Source: an optimization exercise on an open RTL-to-GDS flow (aim: small area). Production flows keep margins and buffers that such runs may drop. Only simulation tests tie the RTL to the original design; equivalence was not proved.

==> inputs of v32 <==
// snn_fpga_top
module snn_fpga_top (
    input wire clk,
    input wire rst_n,
    input wire [31:0] host_addr,
    input wire [31:0] host_data_in,
    output reg [31:0] host_data_out,
    input wire host_write_en,
    input wire host_read_en,
    input wire start_compute,
    output wire compute_done,
    input wire [63:0] pixel_buffer,     
    output reg [79:0] result_buffer     
);
    reg [79:0] spike_counts;
    wire [9:0] output_spikes;
    wire w1_wr_en = host_write_en && (host_addr[13:12] == 2'b01);
    wire w2_wr_en = host_write_en && (host_addr[13:12] == 2'b10);
    snn_computation_core snn_core (
        .clk(clk),
        .rst_n(rst_n),
        .start_compute(start_compute),
        .input_data(pixel_buffer),
        .w1_wr_en(w1_wr_en),
        .w2_wr_en(w2_wr_en),
        .wr_post(host_addr[9:6]),
        .wr_pre(host_addr[5:2]),
        .wr_data(host_data_in[7:0]),
        .output_spikes(output_spikes),
        .compute_done(compute_done)
    );
    integer i;
    always @(posedge clk or negedge rst_n) begin
        if (!rst_n) begin
            spike_counts <= 80'h0;
            result_buffer <= 80'h0;
        end else if (compute_done) begin
            result_buffer <= spike_counts;
            spike_counts <= 80'h0;
        end else if (start_compute) begin
            for (i = 0; i < 10; i = i + 1)
                spike_counts[8*i +: 8] <= spike_counts[8*i +: 8] + {7'd0, output_spikes[i]};
        end
    end
    reg [7:0] rd_byte;
    always @(*) begin
        case (host_addr[7:0])
            8'h04: rd_byte = result_buffer[7:0];
            8'h08: rd_byte = result_buffer[15:8];
  ...
==> module synapse_matrix, before the edit <==
module synapse_matrix #(
    parameter POST_NEURONS = 8,
    parameter OUT_LAYER = 0,          
    parameter CW = 8                  
)(
    input wire clk,
    input wire rst_n,
    input wire weight_update_enable,
    input wire [7:0] pre_spikes,
    input wire [POST_NEURONS-1:0] post_spikes,
    input wire wr_en,
    input wire [3:0] wr_post,
    input wire [3:0] wr_pre,
    input wire [7:0] wr_data,
    output wire [CW*POST_NEURONS-1:0] post_currents
);
    wire col_ok = wr_en & ~wr_pre[3];
    genvar i, k, b;
    generate
        for (i = 0; i < POST_NEURONS; i = i + 1) begin : post_neurons
            reg [63:0] wreg;         
            reg [CW-1:0] current_sum;
            wire [63:0] terms;
            wire row_wr = col_ok & (wr_post == i);
            wire rq  = weight_update_enable & post_spikes[i];
            wire rnq = weight_update_enable & ~post_spikes[i];
            for (k = 0; k < 8; k = k + 1) begin : syn
                wire [7:0] w = ~wreg[8*k +: 8];
                wire p = pre_spikes[k];
                assign terms[8*k +: 8] = w & {8{p}};
                wire ws = row_wr & (wr_pre[2:0] == k);
                wire hi_ones = &w[7:3];
                wire hi_zero = ~|w[7:3];
                wire inc_ok = ~(hi_ones & (w[2] | w[1]));   
                wire dec_ok = ~hi_zero | (w[2] & w[1]);     
                wire a5 = p & ((rq & inc_ok) | (rnq & dec_ok));
                wire a2 = ~p & rq & inc_ok;
                wire m  = p & rnq & dec_ok;
                wire [7:0] d = {m, m, m, m, m, a5, a2, a5};
                wire [8:0] c;
                wire [7:0] upd;
                assign c[0] = 1'b0;
                for (b = 0; b < 8; b = b + 1) begin : fa
                    assign upd[b] = w[b] ^ d[b] ^ c[b];
                    assign c[b+1] = (w[b] & d[b]) | (w[b] & c[b]) | (d[b] & c[b]);
                end
                always @(posedge clk or negedge rst_n) begin
                    if (!rst_n)
                        wreg[8*k +: 8] <= 8'h7f;                 
                    else if (ws)
                        wreg[8*k +: 8] <= ~wr_data;
                    else
                        wreg[8*k +: 8] <= ~upd;
                end
            end
            wire [CW-1:0] sum;
            if (OUT_LAYER) begin : so
                csa_sum_out add (.x(terms), .s(sum));
            end else begin : sh
                csa_sum_hid add (.x(terms), .s(sum));
            end
            always @(posedge clk)
                current_sum <= sum;
            assign post_currents[CW*i +: CW] = current_sum;
        end
    endgenerate
endmodule
==> module snn_computation_core, before the edit <==
module snn_computation_core (
    input wire clk,
    input wire rst_n,
    input wire start_compute,
    input wire [63:0] input_data,
    input wire w1_wr_en,
    input wire w2_wr_en,
    input wire [3:0] wr_post,
    input wire [3:0] wr_pre,
    input wire [7:0] wr_data,
    output wire [9:0] output_spikes,
    output reg compute_done
);
    reg [6:0] time_step;
    wire step_lt = (time_step < 7'd100);
    always @(posedge clk or negedge rst_n) begin
        if (!rst_n) begin
            time_step <= 7'd0;
            compute_done <= 1'b0;
        end else if (start_compute) begin
            if (step_lt) begin
                time_step <= time_step + 7'd1;
                compute_done <= 1'b0;
            end else begin
                time_step <= 7'd0;
                compute_done <= 1'b1;
            end
        end
    end
    wire step = start_compute & step_lt;
    reg primed;
    always @(posedge clk or negedge rst_n) begin
        if (!rst_n)
            primed <= 1'b0;
        else
            primed <= 1'b1;
    end
    wire neuron_step = step & primed;
    wire [7:0] input_spikes;
    wire [7:0] hidden_spikes;
    wire [63:0] hidden_currents;    
    wire [109:0] output_currents;   
    spike_encoder #(.INPUT_SIZE(8)) encoder (
        .clk(clk),
        .rst_n(rst_n),
        .pixel_data(input_data),
        .pixel_valid(start_compute && time_step == 7'd0),
        .spike_out(input_spikes)
    );
    synapse_matrix #(
        .POST_NEURONS(8),
        .OUT_LAYER(0),
        .CW(8)
    ) input_hidden_synapses (
        .clk(clk),
        .rst_n(rst_n),
        .weight_update_enable(step),
        .pre_spikes(input_spikes),
        .post_spikes(hidden_spikes),
        .wr_en(w1_wr_en),
        .wr_post(wr_post),
        .wr_pre(wr_pre),
        .wr_data(wr_data),
        .post_currents(hidden_currents)
    );
    genvar h;
    generate
        for (h = 0; h < 8; h = h + 1) begin : hidden_neurons
            neuron_lif_improved #(.W(11), .IW(8), .LW(5)) hidden_neuron (
                .clk(clk),
                .rst_n(rst_n),
                .enable(neuron_step),
                .input_current(hidden_currents[8*h +: 8]),
                .spike(hidden_spikes[h])
            );
        end
    endgenerate
    synapse_matrix #(
        .POST_NEURONS(10),
        .OUT_LAYER(1),
        .CW(11)
    ) hidden_output_synapses (
        .clk(clk),
        .rst_n(rst_n),
        .weight_update_enable(step),
        .pre_spikes(hidden_spikes),
        .post_spikes(output_spikes),
        .wr_en(w2_wr_en),
        .wr_post(wr_post),
        .wr_pre(wr_pre),
        .wr_data(wr_data),
        .post_currents(output_currents)
    );
    genvar o;
    generate
        for (o = 0; o < 10; o = o + 1) begin : output_neurons
            neuron_lif_improved #(.W(13), .IW(11), .LW(8)) output_neuron (
                .clk(clk),
                .rst_n(rst_n),
                .enable(neuron_step),
                .input_current(output_currents[11*o +: 11]),
                .spike(output_spikes[o])
            );
        end
    endgenerate
endmodule
==> module neuron_lif_improved, before the edit <==
module neuron_lif_improved #(
    parameter W = 13,        
    parameter IW = 11,       
    parameter LW = 8         
)(
    input wire clk,
    input wire rst_n,
    input wire enable,
    input wire [IW-1:0] input_current,
    output reg spike
);
    reg [W-1:0] d;
    reg [1:0] refractory_counter;
    wire neg = d[W-1];
    wire [W-2:0] m = d[W-2:0];
    wire [W:0] t;
    rca #(.N(W)) add_t (.a({1'b0, m}), .b({m, 1'b0}), .ci(1'b0), .s(t[W-1:0]), .co(t[W]));
    wire [W:0] u;
    rca #(.N(W+1)) add_u (.a(t), .b({4'b0, t[W:4]}), .ci(1'b0), .s(u), .co());
    wire [LW-1:0] leak_p = u[LW+5:6];
    wire [5:0] dl = d[5:0];                  
    wire [1:0] leak_n = (dl <= 6'd23) ? 2'd2 : (dl <= 6'd43) ? 2'd1 : 2'd0;
    wire [W-1:0] mterm = neg ? {{(W-2){1'b0}}, leak_n} : {{(W-LW){1'b1}}, ~leak_p};
    wire [W-1:0] e1;
    rca #(.N(W)) add_e1 (.a(d), .b(mterm), .ci(~neg), .s(e1), .co());
    wire [W-1:0] e2;
    rca #(.N(W)) add_e2 (.a(e1), .b({{(W-IW){1'b0}}, input_current}), .ci(1'b0), .s(e2), .co());
    wire fire = ~neg & (m >= 100);
    always @(posedge clk or negedge rst_n) begin
        if (!rst_n) begin
            d <= {W{1'b0}};
            spike <= 1'b0;
            refractory_counter <= 2'd0;
        end else if (enable) begin
            if (refractory_counter != 2'd0) begin
                refractory_counter <= refractory_counter - 2'd1;
                d <= -50;
                spike <= 1'b0;
            end else begin
                d <= e2;
                spike <= fire;
                if (fire)
                    refractory_counter <= 2'd2;
            end
        end
    end
endmodule
clock: 15.0 ns
lec_check: 0
cap_margin: 20
core_margin: 2
core_utilization: 60
slew_margin: 20
standard.sh (not shown) runs the stock make flow with config.mk's settings and CLKGATE_MAP_FILE= SYNTH_SCRIPT=/design/flow/synth_recipe.tcl, a recipe that flattens the netlist after the stock synthesis.
==> flow/flow/run.sh <==
#!/bin/bash
# Own layout flow: the standard synthesis, then the combinational logic between the
# registers and full adders is re-mapped with an area-oriented ABC script, then the standard flow's
# standard layout (floorplan .. finish) runs on that netlist. fapol.py first picks the
# polarity of each full adder cell so that fewer inverters are needed around them. Registers are untouched.
set -euo pipefail
WORK=$(pwd)
R=$WORK/orfs/results/${FLOW_PLATFORM}/snn_fpga_top/base
LIB=$FLOW_HOME/platforms/${FLOW_PLATFORM}/lib/sky130_fd_sc_hd__tt_025C_1v80.lib
YOSYS=$(command -v yosys || echo "$FLOW_HOME/../tools/install/yosys/bin/yosys")

bash standard.sh synth > "$WORK/flow_synth.log" 2>&1

cp "$R/1_2_yosys.v" "$WORK/std_synth.v"
python3 "$WORK/flow/fapol.py" "$WORK/std_synth.v" "$WORK/fapol.v" > "$WORK/flow_fapol.log" 2>&1
sed -e "s#@LIB@#$LIB#g" -e "s#@IN@#$WORK/fapol.v#g" -e "s#@OUT@#$WORK/resyn.v#g" \
    -e "s#@TOP@#${FLOW_TOP}#g" -e "s#@SCRIPT@#$WORK/flow/resyn.abc#g" "$WORK/flow/resyn.ys" > "$WORK/resyn_run.ys"
"$YOSYS" -s "$WORK/resyn_run.ys" > "$WORK/flow_resyn.log" 2>&1

# the re-mapped netlist must hold only library cells
if grep -q '^ *\\\$\|^ *\$\|assign .*[~&|^]' "$WORK/resyn.v"; then
    echo "re-mapped netlist has unmapped logic" >&2
    exit 1
fi

# hand the re-mapped netlist to the standard flow
cp "$WORK/resyn.v" "$R/1_2_yosys.v"
rm -f "$R/1_synth.odb"
touch "$R/1_2_yosys.v"
# clock tree: larger sink clusters and no dummy loads (fewer, still balanced, clock buffers);
# ports are buffered as in the standard flow, with the smallest buffer
bash standard.sh finish \
    "CTS_ARGS=-sink_clustering_enable -repair_clock_nets -dont_use_dummy_load -sink_clustering_size 27 -sink_clustering_max_diameter 70" \
    "BUFFER_PORTS_ARGS=-buffer_cell sky130_fd_sc_hd__buf_1" \
    > "$WORK/flow_layout.log" 2>&1
==> flow/flow/fapol.py <==
#!/usr/bin/env python3
"""Choose the polarity of each full-adder cell in a flat netlist so that fewer inverters sit
between full adders and registers. A full adder is self-dual: FA(~a,~b,~c) = (~s, ~co), so a
cell may be replaced by the same cell on inverted inputs with its outputs inverted. This script
only rewires: a flipped cell gets '~' on its inputs and its outputs drive new nets that are
inverted back onto the old ones; the re-mapping that follows removes double inversions.
usage: fapol.py in.v out.v"""
import re, sys

src = open(sys.argv[1]).read()
cell_re = re.compile(r'^(\s*)(sky130_fd_sc_hd__\w+)\s+(\S+)\s*\((.*?)\);', re.S | re.M)
cells = []
for m in cell_re.finditer(src):
    pins = dict((p, n.strip()) for p, n in re.findall(r'\.(\w+)\(([^()]*)\)', m.group(4)))
    cells.append((m.start(), m.end(), m.group(2), m.group(3), pins))

OUTP = {'X', 'Y', 'Q', 'Q_N', 'SUM', 'COUT', 'HI', 'LO'}
drv, loads = {}, {}
for idx, (_, _, typ, name, pins) in enumerate(cells):
    for p, n in pins.items():
        if p in OUTP:
            drv[n] = (idx, p)
        else:
            loads.setdefault(n, []).append((idx, p))

def kind(idx):
    t = cells[idx][2]
    if '__fa_' in t: return 'fa'
    if '__inv_' in t or '__clkinv_' in t: return 'inv'
    if '__buf_' in t or '__clkbuf_' in t: return 'buf'
    if '__df' in t or '__edf' in t or '__sdf' in t or '__sedf' in t or '__dl' in t: return 'ff'
    return 'logic'

W_FIXED, W_LOGIC = 1.0, 0.35

def resolve_back(net):
    """follow inverters/buffers backwards: (base net, parity)"""
    par = 0
    seen = 0
    while net in drv and seen < 20:
        i, p = drv[net]
        k = kind(i)
        if k == 'inv':
            par ^= 1; net = cells[i][4]['A']
        elif k == 'buf':
            net = cells[i][4]['A']
        else:
            break
        seen += 1
    return net, par

fa = [i for i in range(len(cells)) if kind(i) == 'fa']
faset = set(fa)
# edges: (fa_in_idx or None, fa_out_idx or None, parity, weight)
edges = []
for i in fa:
    for p in ('A', 'B', 'CIN'):
        base, par = resolve_back(cells[i][4][p])
        if base in drv:
            j, _ = drv[base]
            if j in faset:
                edges.append((j, i, par, 1.0)); continue
            w = W_FIXED if kind(j) == 'ff' else W_LOGIC
        else:
            w = W_FIXED  # port or constant
        edges.append((None, i, par, w))
# fa outputs to non-fa consumers (through inverter/buffer chains)
def consumers(net, par, depth=0):
    out = []
    for (j, p) in loads.get(net, []):
        k = kind(j)
        if k == 'inv' and depth < 20:
            out += consumers(cells[j][4]['Y'], par ^ 1, depth + 1)
        elif k == 'buf' and depth < 20:
            out += consumers(cells[j][4]['X'], par, depth + 1)
        else:
            out.append((j, par))
    return out
for i in fa:
    for p in ('SUM', 'COUT'):
        n = cells[i][4].get(p)
        if n is None: continue
        for j, par in consumers(n, 0):
            if j in faset: continue   # counted from the input side
            w = W_FIXED if kind(j) == 'ff' else W_LOGIC
            edges.append((i, None, par, w))

flip = {i: 0 for i in fa}
adj = {i: [] for i in fa}
for e in edges:
    a, b, _, _ = e
    if a is not None: adj[a].append(e)
    if b is not None and b != a: adj[b].append(e)

def ecost(e):
    a, b, par, w = e
    x = par ^ (flip[a] if a is not None else 0) ^ (flip[b] if b is not None else 0)
    return w * x

def gain(i):
    before = sum(ecost(e) for e in adj[i])
    flip[i] ^= 1
    after = sum(ecost(e) for e in adj[i])
    flip[i] ^= 1
    return before - after

total0 = sum(ecost(e) for e in edges)
for it in range(50):
    changed = 0
    for i in fa:
        if gain(i) > 1e-9:
            flip[i] ^= 1; changed += 1
    if not changed: break
total1 = sum(ecost(e) for e in edges)
sys.stderr.write(f"fapol: {len(fa)} full adders, {sum(flip.values())} flipped, cost {total0:.1f} -> {total1:.1f}\n")

# rewrite
out = []
extra = []
pos = 0
k = 0
for idx, (s, e, typ, name, pins) in enumerate(cells):
    out.append(src[pos:s]); pos = e
    if idx in faset and flip[idx]:
        newpins = {}
        for p, n in pins.items():
            if p in ('A', 'B', 'CIN'):
                w = f"_fapol_{k}_"; k += 1
                extra.append(f"  wire {w};\n  assign {w} = ~{n} ;\n")
                newpins[p] = w
            else:
                w = f"_fapol_{k}_"; k += 1
                extra.append(f"  wire {w};\n  assign {n} = ~{w} ;\n")
                newpins[p] = w
        body = ",\n".join(f"    .{p}({n} )" for p, n in newpins.items())
        out.append(f"  {typ} {name} (\n{body}\n  );")
    else:
        out.append(src[s:e])
out.append(src[pos:])
res = "".join(out)
i = res.rfind("endmodule")
res = res[:i] + "".join(extra) + res[i:]
open(sys.argv[2], "w").write(res)
==> flow/flow/resyn.abc <==
strash
dch -f
amap
topo
==> flow/flow/resyn.ys <==
read_liberty -ignore_miss_func -ignore_miss_dir @LIB@
read_verilog @IN@
hierarchy -top @TOP@
# registers, full adders and tie cells stay as they are; everything else is re-mapped
setattr -mod -set keep_hierarchy 1 sky130_fd_sc_hd__df* sky130_fd_sc_hd__edf* sky130_fd_sc_hd__sdf* sky130_fd_sc_hd__sedf* sky130_fd_sc_hd__dl* sky130_fd_sc_hd__fa_* sky130_fd_sc_hd__conb_1
flatten
simplemap
opt -purge
abc -liberty @LIB@ -script @SCRIPT@ -dont_use sky130_fd_sc_hd__probe_p_8 -dont_use sky130_fd_sc_hd__probec_p_8 -dont_use sky130_fd_sc_hd__lpflow_*
setundef -zero
hilomap -singleton -hicell sky130_fd_sc_hd__conb_1 HI -locell sky130_fd_sc_hd__conb_1 LO
splitnets
opt_clean -purge
insbuf -buf sky130_fd_sc_hd__buf_4 A X
stat -liberty @LIB@
blackbox sky130_fd_sc_hd__*
write_verilog -noattr -nohex -nodec @OUT@
==> v22: changes against v32 <==
--- a/flow/design.v
+++ b/flow/design.v
@@ -243,5 +243,5 @@
             wire rnq = weight_update_enable & ~post_spikes[i];
             for (k = 0; k < 8; k = k + 1) begin : syn
-                wire [7:0] w = ~wreg[8*k +: 8];
+                wire [7:0] w = wreg[8*k +: 8] ^ 8'h80;
                 wire p = pre_spikes[k];
                 assign terms[8*k +: 8] = w & {8{p}};
@@ -264,9 +264,9 @@
                 always @(posedge clk or negedge rst_n) begin
                     if (!rst_n)
-                        wreg[8*k +: 8] <= 8'h7f;                 
+                        wreg[8*k +: 8] <= 8'd0;                  
                     else if (ws)
-                        wreg[8*k +: 8] <= ~wr_data;
+                        wreg[8*k +: 8] <= wr_data ^ 8'h80;
                     else
-                        wreg[8*k +: 8] <= ~upd;
+                        wreg[8*k +: 8] <= upd ^ 8'h80;
                 end
             end
--- a/flow/flow/run.sh
+++ b/flow/flow/run.sh
@@ -18,18 +18,10 @@
 "$YOSYS" -s "$WORK/resyn_run.ys" > "$WORK/flow_resyn.log" 2>&1
 
-# the re-mapped netlist must hold only library cells
-if grep -q '^ *\\\$\|^ *\$\|assign .*[~&|^]' "$WORK/resyn.v"; then
-    echo "re-mapped netlist has unmapped logic" >&2
-    exit 1
-fi
-
 # hand the re-mapped netlist to the standard flow
 cp "$WORK/resyn.v" "$R/1_2_yosys.v"
 rm -f "$R/1_synth.odb"
 touch "$R/1_2_yosys.v"
-# clock tree: larger sink clusters and no dummy loads (fewer, still balanced, clock buffers);
-# ports are buffered as in the standard flow, with the smallest buffer
+# clock tree: no dummy loads
 bash standard.sh finish \
-    "CTS_ARGS=-sink_clustering_enable -repair_clock_nets -dont_use_dummy_load -sink_clustering_size 27 -sink_clustering_max_diameter 70" \
-    "BUFFER_PORTS_ARGS=-buffer_cell sky130_fd_sc_hd__buf_1" \
+    "CTS_ARGS=-sink_clustering_enable -repair_clock_nets -dont_use_dummy_load" \
     > "$WORK/flow_layout.log" 2>&1
--- a/flow/flow/fapol.py
+++ b/flow/flow/fapol.py
@@ -29,5 +29,5 @@
     if '__inv_' in t or '__clkinv_' in t: return 'inv'
     if '__buf_' in t or '__clkbuf_' in t: return 'buf'
-    if '__df' in t or '__edf' in t or '__sdf' in t or '__sedf' in t or '__dl' in t: return 'ff'
+    if '__df' in t: return 'ff'
     return 'logic'
 
--- a/flow/flow/resyn.ys
+++ b/flow/flow/resyn.ys
@@ -3,5 +3,5 @@
 hierarchy -top @TOP@
 # registers, full adders and tie cells stay as they are; everything else is re-mapped
-setattr -mod -set keep_hierarchy 1 sky130_fd_sc_hd__df* sky130_fd_sc_hd__edf* sky130_fd_sc_hd__sdf* sky130_fd_sc_hd__sedf* sky130_fd_sc_hd__dl* sky130_fd_sc_hd__fa_* sky130_fd_sc_hd__conb_1
+setattr -mod -set keep_hierarchy 1 sky130_fd_sc_hd__df* sky130_fd_sc_hd__fa_* sky130_fd_sc_hd__conb_1
 flatten
 simplemap
- CORE_UTILIZATION: 60 -> 50
==> v10: changes against v32 <==
--- a/flow/design.v
+++ b/flow/design.v
@@ -136,5 +136,5 @@
     generate
         for (h = 0; h < 8; h = h + 1) begin : hidden_neurons
-            neuron_lif_improved #(.W(11), .IW(8), .LW(5)) hidden_neuron (
+            neuron_lif_improved #(.W(10), .IW(8), .LW(5)) hidden_neuron (
                 .clk(clk),
                 .rst_n(rst_n),
@@ -528,8 +528,11 @@
     input wire enable,
     input wire [IW-1:0] input_current,
-    output reg spike
+    output wire spike
 );
     reg [W-1:0] d;
-    reg [1:0] refractory_counter;
+    localparam [W-1:0] R1 = {1'b1, {(W-1){1'b0}}};           
+    localparam [W-1:0] R2 = {1'b1, {(W-2){1'b0}}, 1'b1};     
+    wire refractory = d[W-1] & ~d[W-2];
+    assign spike = refractory & d[0];
     wire neg = d[W-1];
     wire [W-2:0] m = d[W-2:0];
@@ -548,19 +551,13 @@
     wire fire = ~neg & (m >= 100);
     always @(posedge clk or negedge rst_n) begin
-        if (!rst_n) begin
+        if (!rst_n)
             d <= {W{1'b0}};
-            spike <= 1'b0;
-            refractory_counter <= 2'd0;
-        end else if (enable) begin
-            if (refractory_counter != 2'd0) begin
-                refractory_counter <= refractory_counter - 2'd1;
-                d <= -50;
-                spike <= 1'b0;
-            end else begin
+        else if (enable) begin
+            if (refractory)
+                d <= d[0] ? R1 : -50;
+            else if (fire)
+                d <= R2;
+            else
                 d <= e2;
-                spike <= fire;
-                if (fire)
-                    refractory_counter <= 2'd2;
-            end
         end
     end
--- a/flow/flow/run.sh
+++ b/flow/flow/run.sh
@@ -14,7 +14,22 @@
 cp "$R/1_2_yosys.v" "$WORK/std_synth.v"
 python3 "$WORK/flow/fapol.py" "$WORK/std_synth.v" "$WORK/fapol.v" > "$WORK/flow_fapol.log" 2>&1
-sed -e "s#@LIB@#$LIB#g" -e "s#@IN@#$WORK/fapol.v#g" -e "s#@OUT@#$WORK/resyn.v#g" \
-    -e "s#@TOP@#${FLOW_TOP}#g" -e "s#@SCRIPT@#$WORK/flow/resyn.abc#g" "$WORK/flow/resyn.ys" > "$WORK/resyn_run.ys"
-"$YOSYS" -s "$WORK/resyn_run.ys" > "$WORK/flow_resyn.log" 2>&1
+# re-map with a few ABC scripts and keep the smallest result
+best=""
+bestarea=""
+for abc in resyn_a.abc resyn_b.abc resyn_c.abc; do
+    tag=${abc%.abc}
+    sed -e "s#@LIB@#$LIB#g" -e "s#@IN@#$WORK/fapol.v#g" -e "s#@OUT@#$WORK/$tag.v#g" \
+        -e "s#@TOP@#${FLOW_TOP}#g" -e "s#@SCRIPT@#$WORK/flow/$abc#g" "$WORK/flow/resyn.ys" > "$WORK/${tag}_run.ys"
+    if "$YOSYS" -s "$WORK/${tag}_run.ys" > "$WORK/flow_${tag}.log" 2>&1; then
+        area=$(grep "Chip area for top module" "$WORK/flow_${tag}.log" | tail -1 | awk '{print $NF}')
+        echo "$tag $area" >> "$WORK/flow_resyn_areas.log"
+        if [[ -n "$area" ]] && { [[ -z "$bestarea" ]] || python3 -c "import sys; sys.exit(0 if $area < $bestarea else 1)"; }; then
+            best="$WORK/$tag.v"; bestarea=$area
+        fi
+    fi
+done
+[[ -n "$best" ]] || { echo "no re-mapped netlist" >&2; exit 1; }
+cp "$best" "$WORK/resyn.v"
+echo "kept $best $bestarea" >> "$WORK/flow_resyn_areas.log"
 
 # the re-mapped netlist must hold only library cells
==> flow/flow/resyn_a.abc (new file) <==
strash
dch -f
amap
topo
==> flow/flow/resyn_b.abc (new file) <==
strash
dch -f
map -a
topo
==> flow/flow/resyn_c.abc (new file) <==
&get -n
&st
&dch
&nf
&put
topo
- CAP_MARGIN: 20 -> 10
- SLEW_MARGIN: 20 -> 10
removed: flow/flow/resyn.abc
==> run notes <==
Outcome: v22 timing/DRC/antenna clean; v32 timing/DRC/antenna clean; v10 timing/DRC/antenna clean
Clock Path Buffers: v22 4; v32 3; v10 3
Via count: v22 100000; v32 100000; v10 99700
Die ar.: v22 279000 um^2; v32 231000 um^2; v10 226000 um^2
Hold Slack: v22 347 ps; v32 364 ps; v10 358 ps
Antenna diode count: v22 21; v32 40; v10 37
R2R setup slack: v22 3940 ps; v32 3990 ps; v10 3520 ps
Logic inverters: v22 1537; v32 1038; v10 803
Drt total wl: v22 417000 um; v32 391000 um; v10 393000 um

## port drivers added, routing unchanged
The flow's constraints put no driver on any port. The routed layouts listed below were extracted and timed again, unchanged, in two steps.
Step 1: set_driving_cell puts a clkbuf_16 on clk and a buf_2 on each other input, an assumption about the parent block.
Step 2, shift: input delay + t, output delay - t, t = (earliest + latest rising clock arrival at the registers) / 2. This alone moves slack from input paths to output paths.
a / b / c = ideal ports / drivers / drivers and shift; a / b = the first two.
run	t, ns	setup WS [ns]	worst setup path after step 2	slew at the worst register clock pin (ns)	worst data-port slew with drivers (ns)
v32	0.917	3.987 / 3.987 / 3.987	register to register	0.10 / 0.10	0.11
v22	0.983	3.943 / 3.943 / 3.943	register to register	0.06 / 0.06	0.14
v10	0.904	3.521 / 3.521 / 3.521	register to register	0.10 / 0.10	0.16
After both steps every run listed still meets setup and hold.
